This design comes from an exercise in tuning for small area on the open sky130 flow, not from production work. Where RTL was checked, it was by simulation tests only, not by an equivalence proof against the original. No functional check of the RTL was part of run 2. The flow treats the clock pin as an ideal source, which a real chip does not have.

## flow/design.v (module list and top-level ports; edited modules follow where they fit)
// module div_by_3: 40 lines
// module maxer: 1812 lines
// module fa: 4 lines
// module ha: 4 lines
module maxer(
    input clk,
    input rst,
    input maxing,
    input [784-1:0] ips_gen_out,
    output reg start_ips_gen,
    output reg next_ips_gen,
    output reg maxer_valid,
    output [24-1:0] threshold
    );
  // ...
==> flow/flow/run.sh <==
#!/bin/bash
# Standard ORFS layout (the standard.sh, unchanged synthesis), with
# - the port buffers made of the smallest buffer cell instead of the default pick,
# - the buffers that synthesis put on submodule outputs removed at floorplan,
# - one tie cell for all the constant outputs instead of one per output,
set -euo pipefail
export BUFFER_PORTS_ARGS="-buffer_cell sky130_fd_sc_hd__buf_1"
export REMOVE_ABC_BUFFERS=1
export SKIP_REPAIR_TIE_FANOUT=1
L=orfs/logs/sky130hd/maxer/base

bash standard.sh place > make_place.log 2>&1
for buf in clkbuf_4 clkbuf_8 clkbuf_16; do
  export CTS_ARGS="-sink_clustering_enable -repair_clock_nets -root_buf sky130_fd_sc_hd__$buf -buf_list sky130_fd_sc_hd__$buf -dont_use_dummy_load"
  bash standard.sh cts > make_cts_$buf.log 2>&1
  openroad -no_init -exit flow/clk_slew.tcl > clk_slew_$buf.log 2>&1
  slew=$(awk '/^CLK_SLEW_PS/ {print $2}' clk_slew_$buf.log)
  echo "clock buffers $buf: worst flip-flop clock slew ${slew} ps"
  if awk -v s="$slew" 'BEGIN { exit !(s != "" && s <= 125) }'; then break; fi
  cp $L/4_1_cts.log cts_$buf.log || true
  bash standard.sh clean_cts > make_clean_cts_$buf.log 2>&1
done
bash standard.sh finish > make_finish.log 2>&1
==> flow/flow/clk_slew.tcl <==
# Worst slew at the flip-flop clock pins of the clock tree just built.
set P $::env(FLOW_HOME)/platforms/sky130hd
read_liberty $P/lib/sky130_fd_sc_hd__tt_025C_1v80.lib
read_db orfs/results/sky130hd/maxer/base/4_cts.odb
read_sdc orfs/results/sky130hd/maxer/base/4_cts.sdc
source $P/setRC.tcl
set_propagated_clock [all_clocks]
estimate_parasitics -placement
set mx 0
foreach p [get_pins -hierarchical */CLK] {
  set s [get_property $p slew_max]
  if { $s > $mx } { set mx $s }
}
puts "CLK_SLEW_PS [expr { $mx * 1000.0 }]"
==> flow/standard.sh <==
#!/bin/bash
# synth_recipe.tcl (not shown) runs the flow's synth.tcl, then flattens the netlist and writes it again
# the make line also repeats each setting of config.mk as NAME=value (left out here)
make -C /OpenROAD-flow-scripts/flow DESIGN_CONFIG=/design/flow/config.mk WORK_HOME=/design/flow/orfs CLKGATE_MAP_FILE= SYNTH_SCRIPT=/design/flow/synth_recipe.tcl "${@:-finish}"
==> flow/config.mk <==
export PLATFORM = sky130hd
export DESIGN_NAME = maxer
export DESIGN_NICKNAME = maxer
export VERILOG_FILES = /design/flow/design.v
export SDC_FILE = /design/flow/constraint.sdc
export NUM_CORES = 4
export LEC_CHECK = 0
export CAP_MARGIN = 20
export CORE_MARGIN = 2
export CORE_UTILIZATION = 22
export GPL_TIMING_DRIVEN = 0
export SLEW_MARGIN = 20
export SYNTH_HIERARCHICAL = 1
==> flow/constraint.sdc <==
create_clock -name core_clock -period 7.0 [get_ports {clk}]
set_input_delay 1.4000 -clock core_clock [delete_from_list [all_inputs] [get_ports {clk}]]
set_output_delay 1.4000 -clock core_clock [all_outputs]
set_load 0.01 [all_outputs]
==> impl_metrics.py, run 1 <==
metrics = {
    "timing": {
        "skew_ns": 0.0184,
        "max_slew_margin": 0.647,
        "layout_setup_ws_ns": 0.248,
        "hold_ws_ns": 0.318,
    },
    "global_route": {
        "grt.busiest_layer": "met2",
        "grt-ovfl-total": 0,
        "grt_max_degree": 17,
        "grt_usage": 0.148,
    },
    "final_layout": {
        "nMultiInputCombCells": 941,
        "utilization": 0.274,
        "clkbuf_count": 9,
        "buf_share": 0.130,
        "nFillCells": 8753,
        "layout-drive-gt1-share": 0.00937,
        "multi_input_area_share": 0.747,
        "largest_reg_flops": 25,
    },
    "worst_setup_path": {
        "critical_path.max_fanout": 1,
        "critPathSlowestCell": "fa_1",
        "cp-endpoint": "r1[12]",
        "reg2reg_from": "r1[4]",
    },
    "routing": {
        "wl_met1_um": 25000,
        "wl_met2_um": 34200,
        "drtAntennaViolNets": 0,
        "drt_drc_violations_left": 0,
    },
    "synth": {
        "ys_seq_area_frac": 0.0689,
        "synth.top_cells.by_count": "fa_1 (761), ha_1 (109), dfxtp_1 (41)",
        "yosysUniqueCellTypes": 36,
        "yosys-mux-area-fraction": 0.000536,
        "synth_xor_area_frac": 0.0117,
        "synth_top_area_cell": "fa_1",
        "synth_fa_ha_area_frac": 0.892,
    },
    "clocking": {
        "cts_resized": 0,
        "postCtsHoldBufs": 0,
        "clk_latency_ns": 0.41,
        "cts_tree": "built",
        "clk_path_buf_depth": 2,
        "postCtsSetupRepairBufs": 0,
    },
    "floorplanning": {
        "die_y_um": 295,
        "initial_core_util": 0.223,
        "tapcell.inserted": 1134,
    },
    "run_status": {
        "run_status": "complete, no violations",
    },
    "placement": {
        "dp.cells": 2939,
    },
}
==> module div_by_3, before the edit <==
module div_by_3(
    input  [7:0] p,
    output [24-1:0] op
    );
  wire m67 = p[7] | p[6];
  wire s1748, c1749;
  fa u_s1748 (.a(p[0]), .b(p[2]), .c(p[4]), .s(s1748), .co(c1749));
  wire s1750, c1751;
  ha u_s1750 (.a(m67), .b(s1748), .s(s1750), .co(c1751));
  wire s1752, c1753;
  fa u_s1752 (.a(p[1]), .b(p[3]), .c(p[5]), .s(s1752), .co(c1753));
  wire s1754, c1755;
  fa u_s1754 (.a(p[7]), .b(c1749), .c(s1752), .s(s1754), .co(c1755));
  wire s1756, c1757;
  ha u_s1756 (.a(c1751), .b(s1754), .s(s1756), .co(c1757));
  wire s1758, c1759;
  fa u_s1758 (.a(p[2]), .b(p[4]), .c(p[6]), .s(s1758), .co(c1759));
  wire s1760, c1761;
  fa u_s1760 (.a(c1753), .b(s1758), .c(c1755), .s(s1760), .co(c1761));
  wire s1762, c1763;
  ha u_s1762 (.a(c1757), .b(s1760), .s(s1762), .co(c1763));
  wire s1764, c1765;
  fa u_s1764 (.a(p[3]), .b(p[5]), .c(p[7]), .s(s1764), .co(c1765));
  wire s1766, c1767;
  fa u_s1766 (.a(c1759), .b(s1764), .c(c1761), .s(s1766), .co(c1767));
  wire s1768, c1769;
  ha u_s1768 (.a(c1763), .b(s1766), .s(s1768), .co(c1769));
  wire s1770, c1771;
  fa u_s1770 (.a(p[4]), .b(p[6]), .c(c1765), .s(s1770), .co(c1771));
  wire s1772, c1773;
  fa u_s1772 (.a(s1770), .b(c1767), .c(c1769), .s(s1772), .co(c1773));
  wire s1774, c1775;
  fa u_s1774 (.a(p[5]), .b(p[7]), .c(c1771), .s(s1774), .co(c1775));
  wire s1776, c1777;
  ha u_s1776 (.a(s1774), .b(c1773), .s(s1776), .co(c1777));
  wire s1778, c1779;
  fa u_s1778 (.a(p[6]), .b(c1775), .c(c1777), .s(s1778), .co(c1779));
  wire x1780 = p[7] | c1779;
  assign op = {{(24-8){1'b0}}, x1780, s1778, s1776, s1772, s1768, s1762, s1756, s1750};
endmodule
==> inputs of run 2 (changes only) <==
--- a/flow/design.v
+++ b/flow/design.v
@@ -1,48 +1,48 @@
 `timescale 1ns/1ps
 module div_by_3(
     input  [7:0] p,
     output [24-1:0] op
     );
   wire m67 = p[7] | p[6];
+  wire s1746, c1747;
+  fa u_s1746 (.a(p[0]), .b(p[2]), .c(p[4]), .s(s1746), .co(c1747));
   wire s1748, c1749;
-  fa u_s1748 (.a(p[0]), .b(p[2]), .c(p[4]), .s(s1748), .co(c1749));
+  ha u_s1748 (.a(m67), .b(s1746), .s(s1748), .co(c1749));
   wire s1750, c1751;
-  ha u_s1750 (.a(m67), .b(s1748), .s(s1750), .co(c1751));
+  fa u_s1750 (.a(p[1]), .b(p[3]), .c(p[5]), .s(s1750), .co(c1751));
   wire s1752, c1753;
-  fa u_s1752 (.a(p[1]), .b(p[3]), .c(p[5]), .s(s1752), .co(c1753));
+  fa u_s1752 (.a(p[7]), .b(c1747), .c(s1750), .s(s1752), .co(c1753));
   wire s1754, c1755;
-  fa u_s1754 (.a(p[7]), .b(c1749), .c(s1752), .s(s1754), .co(c1755));
+  ha u_s1754 (.a(c1749), .b(s1752), .s(s1754), .co(c1755));
   wire s1756, c1757;
-  ha u_s1756 (.a(c1751), .b(s1754), .s(s1756), .co(c1757));
+  fa u_s1756 (.a(p[2]), .b(p[4]), .c(p[6]), .s(s1756), .co(c1757));
   wire s1758, c1759;
-  fa u_s1758 (.a(p[2]), .b(p[4]), .c(p[6]), .s(s1758), .co(c1759));
+  fa u_s1758 (.a(c1751), .b(s1756), .c(c1753), .s(s1758), .co(c1759));
   wire s1760, c1761;
-  fa u_s1760 (.a(c1753), .b(s1758), .c(c1755), .s(s1760), .co(c1761));
+  ha u_s1760 (.a(c1755), .b(s1758), .s(s1760), .co(c1761));
   wire s1762, c1763;
-  ha u_s1762 (.a(c1757), .b(s1760), .s(s1762), .co(c1763));
+  fa u_s1762 (.a(p[3]), .b(p[5]), .c(p[7]), .s(s1762), .co(c1763));
   wire s1764, c1765;
-  fa u_s1764 (.a(p[3]), .b(p[5]), .c(p[7]), .s(s1764), .co(c1765));
+  fa u_s1764 (.a(c1757), .b(s1762), .c(c1759), .s(s1764), .co(c1765));
   wire s1766, c1767;
-  fa u_s1766 (.a(c1759), .b(s1764), .c(c1761), .s(s1766), .co(c1767));
+  ha u_s1766 (.a(c1761), .b(s1764), .s(s1766), .co(c1767));
   wire s1768, c1769;
-  ha u_s1768 (.a(c1763), .b(s1766), .s(s1768), .co(c1769));
+  fa u_s1768 (.a(p[4]), .b(p[6]), .c(c1763), .s(s1768), .co(c1769));
   wire s1770, c1771;
-  fa u_s1770 (.a(p[4]), .b(p[6]), .c(c1765), .s(s1770), .co(c1771));
+  fa u_s1770 (.a(s1768), .b(c1765), .c(c1767), .s(s1770), .co(c1771));
   wire s1772, c1773;
-  fa u_s1772 (.a(s1770), .b(c1767), .c(c1769), .s(s1772), .co(c1773));
+  fa u_s1772 (.a(p[5]), .b(p[7]), .c(c1769), .s(s1772), .co(c1773));
   wire s1774, c1775;
-  fa u_s1774 (.a(p[5]), .b(p[7]), .c(c1771), .s(s1774), .co(c1775));
+  ha u_s1774 (.a(s1772), .b(c1771), .s(s1774), .co(c1775));
   wire s1776, c1777;
-  ha u_s1776 (.a(s1774), .b(c1773), .s(s1776), .co(c1777));
-  wire s1778, c1779;
-  fa u_s1778 (.a(p[6]), .b(c1775), .c(c1777), .s(s1778), .co(c1779));
-  wire x1780 = p[7] | c1779;
-  assign op = {{(24-8){1'b0}}, x1780, s1778, s1776, s1772, s1768, s1762, s1756, s1750};
+  fa u_s1776 (.a(p[6]), .b(c1773), .c(c1775), .s(s1776), .co(c1777));
+  wire x1778 = p[7] | c1777;
+  assign op = {{(24-8){1'b0}}, x1778, s1776, s1774, s1770, s1766, s1760, s1754, s1748};
 endmodule
 module maxer(
     input clk,
     input rst,
     input maxing,
     input [784-1:0] ips_gen_out,
     output reg start_ips_gen,
     output reg next_ips_gen,
@@ -1715,97 +1715,95 @@
   fa u_s1663 (.a(c1620), .b(s1649), .c(s1651), .s(s1663), .co(c1664));
   wire s1665, c1666;
   fa u_s1665 (.a(c1622), .b(s1653), .c(c1624), .s(s1665), .co(c1666));
   wire s1667, c1668;
   fa u_s1667 (.a(s1655), .b(s1657), .c(s1659), .s(s1667), .co(c1668));
   wire s1669, c1670;
   fa u_s1669 (.a(c1626), .b(s1661), .c(c1628), .s(s1669), .co(c1670));
   wire s1671, c1672;
-  fa u_s1671 (.a(c1632), .b(c1634), .c(c1636), .s(s1671), .co(c1672));
+  fa u_s1671 (.a(s1663), .b(s1665), .c(c1630), .s(s1671), .co(c1672));
   wire s1673, c1674;
-  fa u_s1673 (.a(c1638), .b(c1640), .c(c1642), .s(s1673), .co(c1674));
+  fa u_s1673 (.a(c1632), .b(c1634), .c(c1636), .s(s1673), .co(c1674));
   wire s1675, c1676;
-  fa u_s1675 (.a(c1644), .b(c1646), .c(c1648), .s(s1675), .co(c1676));
+  fa u_s1675 (.a(c1638), .b(c1640), .c(c1642), .s(s1675), .co(c1676));
   wire s1677, c1678;
-  fa u_s1677 (.a(c1650), .b(c1652), .c(c1654), .s(s1677), .co(c1678));
+  fa u_s1677 (.a(c1644), .b(c1646), .c(c1648), .s(s1677), .co(c1678));
   wire s1679, c1680;
-  fa u_s1679 (.a(s1671), .b(s1673), .c(c1656), .s(s1679), .co(c1680));
+  fa u_s1679 (.a(c1650), .b(c1652), .c(c1654), .s(s1679), .co(c1680));
   wire s1681, c1682;
-  fa u_s1681 (.a(c1658), .b(c1660), .c(s1675), .s(s1681), .co(c1682));
+  fa u_s1681 (.a(s1673), .b(s1675), .c(c1656), .s(s1681), .co(c1682));
   wire s1683, c1684;
-  fa u_s1683 (.a(c1662), .b(c1664), .c(s1677), .s(s1683), .co(c1684));
+  fa u_s1683 (.a(c1658), .b(c1660), .c(s1677), .s(s1683), .co(c1684));
   wire s1685, c1686;
-  fa u_s1685 (.a(c1672), .b(c1674), .c(c1676), .s(s1685), .co(c1686));
-  reg [24:0] r1;
-  wire r1_1687 = r1[0];
-  wire r1_1688 = r1[1];
-  wire r1_1689 = r1[2];
-  wire r1_1690 = r1[3];
-  wire r1_1691 = r1[4];
-  wire r1_1692 = r1[5];
-  wire r1_1693 = r1[6];
-  wire r1_1694 = r1[7];
-  wire r1_1695 = r1[8];
-  wire r1_1696 = r1[9];
-  wire r1_1697 = r1[10];
-  wire r1_1698 = r1[11];
-  wire r1_1699 = r1[12];
-  wire r1_1700 = r1[13];
-  wire r1_1701 = r1[14];
-  wire r1_1702 = r1[15];
-  wire r1_1703 = r1[16];
-  wire r1_1704 = r1[17];
-  wire r1_1705 = r1[18];
-  wire r1_1706 = r1[19];
-  wire r1_1707 = r1[20];
-  wire r1_1708 = r1[21];
-  wire r1_1709 = r1[22];
-  wire r1_1710 = r1[23];
-  wire r1_1711 = r1[24];
-  always @(posedge clk) r1 <= {c1686, c1684, s1685, c1682, c1680, c1678, s1683, c1670, s1681, c1668, s1679, c1666, s1669, s1667, c1630, s1665, s1663, s1629, c1588, s1627, s1625, s1587, s1543, s1501, s1499};
-  wire c1712 = r1_1687 & r1_1688;
-  wire c1713 = r1_1689 & c1712;
-  wire s1714, c1715;
-  ha u_s1714 (.a(r1_1690), .b(c1713), .s(s1714), .co(c1715));
+  fa u_s1685 (.a(c1662), .b(c1664), .c(s1679), .s(s1685), .co(c1686));
+  wire s1687, c1688;
+  fa u_s1687 (.a(c1674), .b(c1676), .c(c1678), .s(s1687), .co(c1688));
+  wire s1689, c1690;
+  fa u_s1689 (.a(c1680), .b(c1682), .c(c1684), .s(s1689), .co(c1690));
+  reg [22:0] r1;
+  wire r1_1691 = r1[0];
+  wire r1_1692 = r1[1];
+  wire r1_1693 = r1[2];
+  wire r1_1694 = r1[3];
+  wire r1_1695 = r1[4];
+  wire r1_1696 = r1[5];
+  wire r1_1697 = r1[6];
+  wire r1_1698 = r1[7];
+  wire r1_1699 = r1[8];
+  wire r1_1700 = r1[9];
+  wire r1_1701 = r1[10];
+  wire r1_1702 = r1[11];
+  wire r1_1703 = r1[12];
+  wire r1_1704 = r1[13];
+  wire r1_1705 = r1[14];
+  wire r1_1706 = r1[15];
+  wire r1_1707 = r1[16];
+  wire r1_1708 = r1[17];
+  wire r1_1709 = r1[18];
+  wire r1_1710 = r1[19];
+  wire r1_1711 = r1[20];
+  wire r1_1712 = r1[21];
+  wire r1_1713 = r1[22];
+  always @(posedge clk) r1 <= {c1690, c1688, s1689, c1686, s1687, c1672, s1685, c1670, s1683, c1668, s1681, c1666, s1671, s1669, s1667, s1629, c1588, s1627, s1625, s1587, s1543, s1501, s1499};
+  wire c1714 = r1_1691 & r1_1692;
+  wire c1715 = r1_1693 & c1714;
   wire s1716, c1717;
-  fa u_s1716 (.a(r1_1691), .b(r1_1692), .c(r1_1693), .s(s1716), .co(c1717));
+  ha u_s1716 (.a(r1_1694), .b(c1715), .s(s1716), .co(c1717));
   wire s1718, c1719;
-  fa u_s1718 (.a(r1_1694), .b(s1716), .c(c1715), .s(s1718), .co(c1719));
+  fa u_s1718 (.a(r1_1695), .b(r1_1696), .c(r1_1697), .s(s1718), .co(c1719));
   wire s1720, c1721;
-  fa u_s1720 (.a(r1_1695), .b(r1_1696), .c(r1_1697), .s(s1720), .co(c1721));
+  fa u_s1720 (.a(r1_1698), .b(s1718), .c(c1717), .s(s1720), .co(c1721));
   wire s1722, c1723;
-  fa u_s1722 (.a(r1_1698), .b(r1_1699), .c(c1717), .s(s1722), .co(c1723));
+  fa u_s1722 (.a(r1_1699), .b(r1_1700), .c(r1_1701), .s(s1722), .co(c1723));
   wire s1724, c1725;
-  fa u_s1724 (.a(s1720), .b(s1722), .c(c1719), .s(s1724), .co(c1725));
+  fa u_s1724 (.a(c1719), .b(s1722), .c(c1721), .s(s1724), .co(c1725));
   wire s1726, c1727;
-  fa u_s1726 (.a(r1_1700), .b(r1_1701), .c(r1_1702), .s(s1726), .co(c1727));
+  fa u_s1726 (.a(r1_1702), .b(r1_1703), .c(r1_1704), .s(s1726), .co(c1727));
   wire s1728, c1729;
-  fa u_s1728 (.a(r1_1703), .b(r1_1704), .c(r1_1705), .s(s1728), .co(c1729));
+  fa u_s1728 (.a(r1_1705), .b(r1_1706), .c(r1_1707), .s(s1728), .co(c1729));
   wire s1730, c1731;
-  fa u_s1730 (.a(c1721), .b(s1726), .c(s1728), .s(s1730), .co(c1731));
+  fa u_s1730 (.a(r1_1708), .b(c1723), .c(s1726), .s(s1730), .co(c1731));
   wire s1732, c1733;
-  fa u_s1732 (.a(c1723), .b(s1730), .c(c1725), .s(s1732), .co(c1733));
+  fa u_s1732 (.a(s1728), .b(s1730), .c(c1725), .s(s1732), .co(c1733));
   wire s1734, c1735;
-  fa u_s1734 (.a(r1_1706), .b(r1_1707), .c(r1_1708), .s(s1734), .co(c1735));
+  fa u_s1734 (.a(r1_1709), .b(r1_1710), .c(r1_1711), .s(s1734), .co(c1735));
   wire s1736, c1737;
-  fa u_s1736 (.a(r1_1709), .b(r1_1710), .c(c1727), .s(s1736), .co(c1737));
+  fa u_s1736 (.a(c1727), .b(c1729), .c(s1734), .s(s1736), .co(c1737));
   wire s1738, c1739;
-  fa u_s1738 (.a(c1729), .b(s1734), .c(s1736), .s(s1738), .co(c1739));
+  fa u_s1738 (.a(c1731), .b(s1736), .c(c1733), .s(s1738), .co(c1739));
   wire s1740, c1741;
-  fa u_s1740 (.a(c1731), .b(s1738), .c(c1733), .s(s1740), .co(c1741));
+  fa u_s1740 (.a(r1_1712), .b(r1_1713), .c(c1735), .s(s1740), .co(c1741));
   wire s1742, c1743;
-  fa u_s1742 (.a(r1_1711), .b(c1735), .c(c1737), .s(s1742), .co(c1743));
+  fa u_s1742 (.a(s1740), .b(c1737), .c(c1739), .s(s1742), .co(c1743));
   wire s1744, c1745;
-  fa u_s1744 (.a(c1739), .b(s1742), .c(c1741), .s(s1744), .co(c1745));
-  wire s1746, c1747;
-  ha u_s1746 (.a(c1743), .b(c1745), .s(s1746), .co(c1747));
+  ha u_s1744 (.a(c1741), .b(c1743), .s(s1744), .co(c1745));
   reg [7:0] tq2, tq3;
   always @(posedge clk) begin
-    tq2 <= {c1747, s1746, s1744, s1740, s1732, s1724, s1718, s1714};
+    tq2 <= {c1745, s1744, s1742, s1738, s1732, s1724, s1720, s1716};
     tq3 <= tq2;
   end
   reg [7:0] c;
   reg       m;
   wire hi    = c[7] & c[6];
   wire is207 = hi & c[3] & c[2] & c[1] & c[0];
   wire is206 = hi & c[3] & c[2] & c[1] & ~c[0];
   wire is0   = c == 8'd0;
--- a/flow/flow/run.sh
+++ b/flow/flow/run.sh
@@ -1,17 +1,15 @@
 #!/bin/bash
 # Standard ORFS layout (the standard.sh, unchanged synthesis), with
 # - the port buffers made of the smallest buffer cell instead of the default pick,
 # - the buffers that synthesis put on submodule outputs removed at floorplan,
-# - one tie cell for all the constant outputs instead of one per output,
 set -euo pipefail
 export BUFFER_PORTS_ARGS="-buffer_cell sky130_fd_sc_hd__buf_1"
 export REMOVE_ABC_BUFFERS=1
-export SKIP_REPAIR_TIE_FANOUT=1
 L=orfs/logs/sky130hd/maxer/base
 
 bash standard.sh place > make_place.log 2>&1
 for buf in clkbuf_4 clkbuf_8 clkbuf_16; do
   export CTS_ARGS="-sink_clustering_enable -repair_clock_nets -root_buf sky130_fd_sc_hd__$buf -buf_list sky130_fd_sc_hd__$buf -dont_use_dummy_load"
   bash standard.sh cts > make_cts_$buf.log 2>&1
   openroad -no_init -exit flow/clk_slew.tcl > clk_slew_$buf.log 2>&1
   slew=$(awk '/^CLK_SLEW_PS/ {print $2}' clk_slew_$buf.log)
==> run 2 against run 1 <==
Net effect:
- synthesized cell count shrank 0.19%
- flip-flop and latch count decreased by 2
- worst setup slack worse by 0.13 ns
- critical path type unchanged
- hold slack improved by 0.0042 ns
- cell area rose by 0.29%
- still clean on timing, DRC and antenna
- die area down 0.21%
- critical path depth stayed put
==> impl_metrics.py, run 2 <==
metrics = {
    "run_status": {
        "run_status": "complete, no violations",
    },
    "min_path": {
        "hp-class": "reg -> reg",
    },
    "worst_setup_path": {
        "path_cells": "buf_1 > fa_1 > fa_1 > fa_1 > ha_1 > fa_1 > fa_1 > fa_1 > fa_1 > fa_1 > fa_1 > fa_1 > fa_1",
        "critPathSlowestCell": "fa_1",
        "endpoint_kind": "register",
        "critical_path.max_fanout": 1,
        "critPathKind": "in -> reg",
        "start_kind": "primary input",
        "cp_data_required_time_ns": 7.22,
        "crit_top_cell": "fa_1",
        "critical_path_arrival_ns": 7.10,
        "max_stage_delay_ns": 0.62,
    },
    "final_layout": {
        "layout-drive-gt1-share": 0.0159,
        "largest-register": "r1",
        "stdcell_count": 2962,
        "layout_commonest_cell": "buf_1",
        "largest_reg_flops": 23,
        "stdcell_area_um2": 23000,
        "area_growth_pct": 23.7,
        "final_cell_mix": "buf_1 (797), fa_1 (746), ha_1 (109)",
        "final_nets": 3482,
    },
    "routing": {
        "wirelength_um": 62000,
        "drt_first_iter_violations": 323,
        "routed-via-count": 11300,
        "drtAntennaViolNets": 0,
        "drt_drc_violations_left": 0,
        "firstDrtPassIters": 4,
        "vias_per_cell": 3.82,
        "wire_per_inst_um": 20.9,
    },
    "clocking": {
        "clock-sinks": 56,
        "clk_latency_ns": 0.33,
        "cts_buffers": 5,
        "cts.htree.levels": 2,
        "postCtsSetupRepairBufs": 0,
        "clk_path_buf_depth": 2,
        "clk_pin_slew_ns": 0.11,
        "postCtsHoldBufs": 0,
        "cts_root_buf": "clkbuf_8",
        "cts_tree": "built",
    },
    "global_route": {
        "grt_usage": 0.145,
        "grt_pass1_wl_um": 89600,
        "grt_pass1_vias": 14300,
        "grt-ovfl-total": 0,
        "grt_max_degree": 19,
        "antenna_found_initial": 8,
    },
    "timing": {
        "rsz0062_at_grt": "no",
        "worst_pin_slew_ns": 0.516,
        "slew_violations": 0,
        "hold_viol": 0,
        "max_slew_margin": 0.656,
        "skew_ns": 0.0318,
        "max_freq_mhz": 145,
        "finalSetupViolations": 0,
        "fin_crit_ns": 6.88,
        "finalCritPeriodShare": 0.983,
    },
    "floorplanning": {
        "pin_count": 814,
        "die_y_um": 295,
        "dieArea_um2": 87000,
        "rows": 106,
        "initial_core_util": 0.222,
        "coreArea_um2": 83700,
        "die_x_um": 295,
    },
    "synth": {
        "synth_top_area_cell": "fa_1",
        "synth-compound-area-share": 0.00450,
        "ys_warn_count": 7,
        "synth.cell_area_um2": 18600,
        "postSynthCellCount": 1030,
        "yosys_register_bits": 56,
        "syn_area_per_cell_um2": 18.1,
        "synth.top_cells.by_count": "fa_1 (761), ha_1 (109), dfxtp_1 (39)",
        "synth-async-reset-ratio": 0.161,
        "synth_top_family_by_area": "adder cells",
        "synth-simple-area-share": 0.0103,
        "yosysMostFrequentCell": "fa_1",
        "synth-edff-count": 8,
        "synth_top_area_share": 0.818,
        "yosysUniqueCellTypes": 36,
        "synth_fa_ha_area_frac": 0.894,
        "yosys-mux-area-fraction": 0.000538,
        "ys_seq_area_frac": 0.0669,
        "synth_area_leaders": "fa_1 (82%), ha_1 (7.3%), dfxtp_1 (4.2%), edfxtp_1 (1.3%), dfrtp_1 (1.2%)",
        "synth_xor_area_frac": 0.0118,
        "synth_flop_cell": "dfxtp_1",
    },
    "placement": {
        "place_area_um2": 22900,
        "gp_congestion": 0.961,
        "portBuffers": 797,
        "hpwl_um": 62200,
        "dp.cells": 2952,
    },
    "flow_run": {
        "cap_violations": 0,
    },
}
[run 2: layer usage]
metal,routed length [um],track usage
met5,41,0
met4,839,0.0208
met3,3130,0.0195
met2,33000,0.262
met1,25000,0.188
[run 2: per-module statistics from Yosys (local to each module, per instance)]
module	copies in the design	flip-flops and latches	area, um^2	cells
fa	761	0	20.0	1
ha	103	0	12.5	1
maxer	1	56	1900	139
div_by_3	1	0	196	27
[run 2: repair_timing]
action | CTS | global route
resized for setup | 6 | 10
setup endpoints to repair | 3 | 3
pin swaps | 0 | 0
[run 2: worst paths after layout]
kind,start,endpoint,slack [ns],depth (start not counted)
max in group asynchronous,rst,c[0],5.73,2
hold / removal,tq2[0],tq3[0],0.32,0
setup reg to reg,r1[4],tq2[6],3.82,7
setup / recovery,ips_gen_out[12],r1[10],0.12,13
hold reg to reg,tq2[0],tq3[0],0.32,0
min in group asynchronous,rst,c[7],1.02,2
[run 2: layout make-up]
type,count,area (um^2)
Fill cell,8682,60700
Sequential cell,56,1250
Inverter,9,33.8
Clock buffer,5,68.8
Antenna cell,5,12.5
Timing Repair Buffer,797,2990
Tap cell,1134,1420
Multi-Input combinational cell,956,17300
[run 2: kinds of logic after synthesis]
family,Yosys count
AO/OA/AOI/OAI,9
XOR/XNOR,25
adder cells (fa/ha/maj),875
buffers and inverters,33
flip-flops,56
multiplexers,1
other,1
AND/OR/NAND/NOR,30
[run 2: worst max-delay path: cells and delay by family]
kind	cells	cell delay (ns)
buffers and inverters	1	0.09
adders and majority gates	12	5.61
[run 2: through the flow]
stage	setup TNS, ns	setup WS, ns	hold slack, ns	utilization
2_1_floorplan	0	0.201	0.310	-
3_3_place_gp	-2.34	-0.442	0.313	0.274
3_5_place_dp	-2.90	-0.491	0.315	0.274
4_1_cts	0	0.0121	0.327	0.275
5_1_grt	0	0.00763	0.335	0.275
6_report	0	0.121	0.323	0.275

## port drivers added, routing unchanged
The results above use ideal ports. As a check the final layouts listed here were re-extracted and re-timed, cells and wires unchanged. Step 1 assumes that a clkbuf_16 drives the clock port and a buf_2 every other input. Step 2 moves the port delays by t, midway between the first and last clock arrival at a register: inputs arrive t later, outputs are due t later. That takes back most of the time a late clock gives input paths. a / b / c = ideal / step 1 / step 2; a / b = the first two.
run	t, ns	setup WS [ns]	hold WS [ns]
run 1	0.440	0.248 / 0.262 / -0.178	0.318 / 0.318 / 0.318
run 2	0.358	0.121 / 0.129 / -0.229	0.323 / 0.323 / 0.323
With both steps, setup timing fails in run 1 and run 2, where it was met with ideal ports. The setup slack of run 1, which loses most, moves by +0.014 ns with the drivers and by -0.426 ns with both steps.
